Context: an optimization exercise on an open-source flow, tuned for small area. The choices shown serve that exercise and are no tape-out recipe. Function was checked by simulation only, so behaviour that the tests miss may differ from the original. No driver is modelled on the clock port, so clocking that relies on it looks cheaper here than on a real chip. Power is estimated from default activity; no workload was simulated.

==> wip/indigo: inputs <==
==> flow/design.v <==
`timescale 1ns / 1ps
module FreqCounter(
    input mclk,
    input rst,
    input signal,
    output [15:0] freq
);
reg [15:0] lfsr;     
reg [12:0] fc;       
reg        old;
reg [2:0]  av;
reg [14:0] sa;
reg [14:0] sm;
reg        p;
reg        m;        
reg [14:0] fq;       
wire gate_end = (lfsr == 16'h9487);
wire e = signal ^ old;
wire in6 = (av == 3'd6);
wire fin = gate_end & in6;
wire [13:0] fci;
inc #(13) i0(.a(fc), .ci(e), .s(fci));
wire wrap = fci[13];
wire [12:0] fcn = fci[12:0];
wire [15:0] sai;
inc #(15) i1(.a(sa), .ci(e), .s(sai));
wire [14:0] san = {sai[14:13] - wrap, sai[12:0]};
wire [15:0] smi;
inc #(15) i2(.a(sm), .ci(in6 ? e & p : e), .s(smi));
wire [14:0] smn = {smi[14:12] - (wrap ? (in6 ? 3'd1 : 3'd2) : 3'd0), smi[11:0]};
always @(posedge mclk) begin
    if (rst) begin
        lfsr <= 0; fc <= 0; old <= 0; av <= 0; sa <= 0; sm <= 0; p <= 0; m <= 0; fq <= 0;
    end else begin
        old <= signal;
        lfsr <= gate_end ? 16'd0 : {lfsr[14:0], ~(lfsr[15] ^ lfsr[14] ^ lfsr[12] ^ lfsr[3])};
        fc  <= gate_end ? 13'd0 : fcn;
        if (gate_end)
            av <= av + 3'd1;
        m <= fin;
        sa <= m ? {14'd0, e} : san;
        if (fin) begin
            sm <= {3'd0, fcn[12:1]};
            p <= fcn[0];
        end else begin
            sm <= smn;
            if (in6)
                p <= p ^ e;
        end
        if (fin)
            fq <= smn;
        else if (m)
            fq <= sa;
    end
end
assign freq = {1'b0, fq};
endmodule
module inc #(parameter W = 8) (input [W-1:0] a, input ci, output [W:0] s);
wire [W:0] c;
assign c[0] = ci;
genvar i;
generate for (i = 0; i < W; i = i + 1) begin : g
    assign s[i] = a[i] ^ c[i];
    assign c[i+1] = a[i] & c[i];
end endgenerate
assign s[W] = c[W];
endmodule
==> flow/run.sh <==
#!/bin/bash
# synth_recipe.tcl (not shown) runs the flow's synth.tcl, then flattens the netlist and writes it again
# the make line also repeats each setting of config.mk as NAME=value (left out here)
make -C /OpenROAD-flow-scripts/flow DESIGN_CONFIG=/design/flow/config.mk WORK_HOME=/design/flow/orfs CLKGATE_MAP_FILE= SYNTH_SCRIPT=/design/flow/synth_recipe.tcl finish
==> flow/config.mk <==
export PLATFORM = sky130hd
export DESIGN_NAME = FreqCounter
export DESIGN_NICKNAME = FreqCounter
export VERILOG_FILES = /design/flow/design.v
export SDC_FILE = /design/flow/constraint.sdc
export NUM_CORES = 4
export LEC_CHECK = 0
export CAP_MARGIN = 20
export CORE_MARGIN = 2
export CORE_UTILIZATION = 40
export CTS_BUF_LIST = sky130_fd_sc_hd__clkbuf_4
export SLEW_MARGIN = 20
==> flow/constraint.sdc <==
create_clock -name core_clock -period 10.0 [get_ports {mclk}]
set_input_delay 2.0000 -clock core_clock [delete_from_list [all_inputs] [get_ports {mclk}]]
set_output_delay 2.0000 -clock core_clock [all_outputs]
set_load 0.01 [all_outputs]
==> wip/nickel (differences from wip/indigo) <==
--- a/flow/design.v
+++ b/flow/design.v
@@ -7,3 +7,4 @@
 );
-reg [15:0] lfsr;     
+reg [15:0] lr;       
+wire [15:0] lfsr = lr ^ 16'haaaa;
 reg [12:0] fc;       
@@ -16,3 +17,3 @@
 reg [14:0] fq;       
-wire gate_end = (lfsr == 16'h9487);
+wire gate_end = ({lfsr[15:11], lfsr[8:0]} == {5'b01100, 9'b110001011});
 wire e = signal ^ old;
@@ -32,6 +33,6 @@
     if (rst) begin
-        lfsr <= 0; fc <= 0; old <= 0; av <= 0; sa <= 0; sm <= 0; p <= 0; m <= 0; fq <= 0;
+        lr <= 16'haaaa; fc <= 0; old <= 0; av <= 0; sa <= 0; sm <= 0; p <= 0; m <= 0; fq <= 0;
     end else begin
         old <= signal;
-        lfsr <= gate_end ? 16'd0 : {lfsr[14:0], ~(lfsr[15] ^ lfsr[14] ^ lfsr[12] ^ lfsr[3])};
+        lr <= (gate_end ? 16'd0 : {lfsr[14:0], ~(lfsr[15] ^ lfsr[12])}) ^ 16'haaaa;
         fc  <= gate_end ? 13'd0 : fcn;
==> flow/flow/run.sh (new file) <==
#!/bin/bash
# Standard ORFS layout, with three changes made through the flow's own
# variables and hooks:
#  - the port buffers are buf_1 cells;
#  - CTS builds the clock tree from clkbuf_4 cells without dummy loads;
#  - after CTS, flow/downsize.tcl moves logic cells to a smaller drive strength
#    wherever timing, slew and capacitance still hold with margin.
set -euo pipefail
export BUFFER_PORTS_ARGS="-buffer_cell sky130_fd_sc_hd__buf_1"
export CTS_ARGS="-sink_clustering_enable -repair_clock_nets -buf_list sky130_fd_sc_hd__clkbuf_4 -dont_use_dummy_load"
export POST_CTS_TCL="$PWD/flow/downsize.tcl"
bash standard.sh finish > standard_flow.log 2>&1
==> flow/flow/downsize.tcl (new file) <==
# Downsize logic cells to drive strength 1 where timing, slew and
# capacitance still hold with margin.
proc ds_ok {} {
  estimate_parasitics -placement
  if {[sta::worst_slack_cmd max] < 0.5e-9} { return 0 }
  if {[sta::worst_slack_cmd min] < 0.05e-9} { return 0 }
  if {[sta::max_slew_violation_count] > 0} { return 0 }
  if {[sta::max_capacitance_violation_count] > 0} { return 0 }
  if {[sta::max_slew_check_slack_limit] < 0.08} { return 0 }
  if {[sta::max_capacitance_check_slack_limit] < 0.08} { return 0 }
  return 1
}
set db [ord::get_db]
set block [ord::get_db_block]
set n 0; set saved 0.0
if {![ds_ok]} { puts "downsize: design not clean before, skipping" } else {
foreach inst [$block getInsts] {
  set m [$inst getMaster]
  set name [$m getName]
  if {![regexp {^(sky130_fd_sc_hd__[a-z0-9]+)_([0-9]+)$} $name -> base drv]} continue
  if {$drv <= 1} continue
  if {[regexp {clkbuf|clkinv|clkdly|dfxtp|dfrtp|tap|fill|decap|conb|dlygate} $base]} continue
  set old_area [expr {[$m getWidth] * [$m getHeight]}]
  foreach d {0 1 2 4} {
    if {$d >= $drv} break
    set cand [$db findMaster ${base}_$d]
    if {$cand eq "NULL" || $cand eq ""} continue
    if {[$cand getWidth] >= [$m getWidth]} continue
    $inst swapMaster $cand
    if {[ds_ok]} {
      incr n
      set saved [expr {$saved + ($old_area - [$cand getWidth] * [$cand getHeight]) / 1e6}]
      puts "downsize: [$inst getName] $name -> [$cand getName]"
      break
    }
    $inst swapMaster $m
  }
}
}
estimate_parasitics -placement
puts "downsize: $n cells, [format %.1f $saved] um2"
==> flow/standard.sh (new file) <==
#!/bin/bash
# synth_recipe.tcl (not shown) runs the flow's synth.tcl, then flattens the netlist and writes it again
# the make line also repeats each setting of config.mk as NAME=value (left out here)
make -C /OpenROAD-flow-scripts/flow DESIGN_CONFIG=/design/flow/config.mk WORK_HOME=/design/flow/orfs CLKGATE_MAP_FILE= SYNTH_SCRIPT=/design/flow/synth_recipe.tcl "${@:-finish}"
--- a/flow/config.mk
+++ b/flow/config.mk
@@ -7,6 +7,5 @@
 export LEC_CHECK = 0
-export CAP_MARGIN = 20
+export CAP_MARGIN = 5
 export CORE_MARGIN = 2
-export CORE_UTILIZATION = 40
-export CTS_BUF_LIST = sky130_fd_sc_hd__clkbuf_4
-export SLEW_MARGIN = 20
+export CORE_UTILIZATION = 70
+export SLEW_MARGIN = 5
removed: flow/run.sh
==> comparison table <==
WL met3: wip/nickel 122 µm; wip/indigo 177 µm
Area share of the largest cell type after synthesis: wip/nickel 46.2%; wip/indigo 46.9%
Met3 usage: wip/nickel 3.66%; wip/indigo 4.86%
Worst Hold Slack: wip/nickel 0.374 ns; wip/indigo 0.460 ns
Largest net degree at the start of global routing: wip/nickel 49; wip/indigo 50
Global-route wire length before repair: wip/nickel 8670 µm; wip/indigo 9860 µm
Portion of total power attributed to the clock network: wip/nickel 27.7%; wip/indigo 37.8%
Outcome: wip/nickel no timing/DRC/antenna violations; wip/indigo no timing/DRC/antenna violations
Simple logic cell fraction of the synthesized area: wip/nickel 17.3%; wip/indigo 16.7%
R2r setup slk: wip/nickel 5.40 ns; wip/indigo 5.22 ns
Met1 Track Usage GR: wip/nickel 25.9%; wip/indigo 16.4%
Vertical die dimension: wip/nickel 74.3 µm; wip/indigo 96.4 µm
Sequential-cell power consumption: wip/nickel 0.325 mW; wip/indigo 0.326 mW
Top class by area: wip/nickel registers; wip/indigo multi-input combinational cells
Worst reg2reg startpoint: wip/nickel old; wip/indigo av[0]
Cell internal pwr: wip/nickel 0.372 mW; wip/indigo 0.434 mW
Worst IR drop on VDD: wip/nickel 0.100 mV; wip/indigo 0.0923 mV
Part of the total power dissipated in sequential elements: wip/nickel 68.7%; wip/indigo 58.9%
Layout clock buffers: wip/nickel 9; wip/indigo 10
Design Power: wip/nickel 0.474 mW; wip/indigo 0.552 mW
Footprint of the multi-input gates: wip/nickel 1580 µm²; wip/indigo 1690 µm²
Placeable core region: wip/nickel 4750 µm²; wip/indigo 8260 µm²
Buffers, non-clock: wip/nickel 18; wip/indigo 19
Clk_skew: wip/nickel 0.0247 ns; wip/indigo 0.0162 ns
Slew margin rel.: wip/nickel 31.3%; wip/indigo 39.2%

re-timing with driven ports:
Ports are ideal in the flow. The routed layouts listed here were re-timed in OpenROAD. Step 1 sets driving cells, clkbuf_16 on the clock port and buf_2 on the other inputs (assumed; they add their load-dependent delay and slew). Step 2 times the ports against the registers' clock, not the clock port: input delays grow and output delays shrink by t, the midpoint of the rising clock arrivals with the driver on. a / b / c = no drivers / after step 1 / after step 2; a / b = the first two.
| run | t, ns | setup WS [ns] | pins driven straight from the clock port |
|---|---|---|---|
| wip/indigo | 0.434 | 3.628 / 3.635 / 3.201 | 1 |
| wip/nickel | 0.423 | 3.988 / 3.993 / 3.570 | 1 |
After both steps setup and hold are still met in every run listed. The setup slack of wip/indigo, which loses most, moves by +0.007 ns with the drivers and by -0.427 ns with both steps.
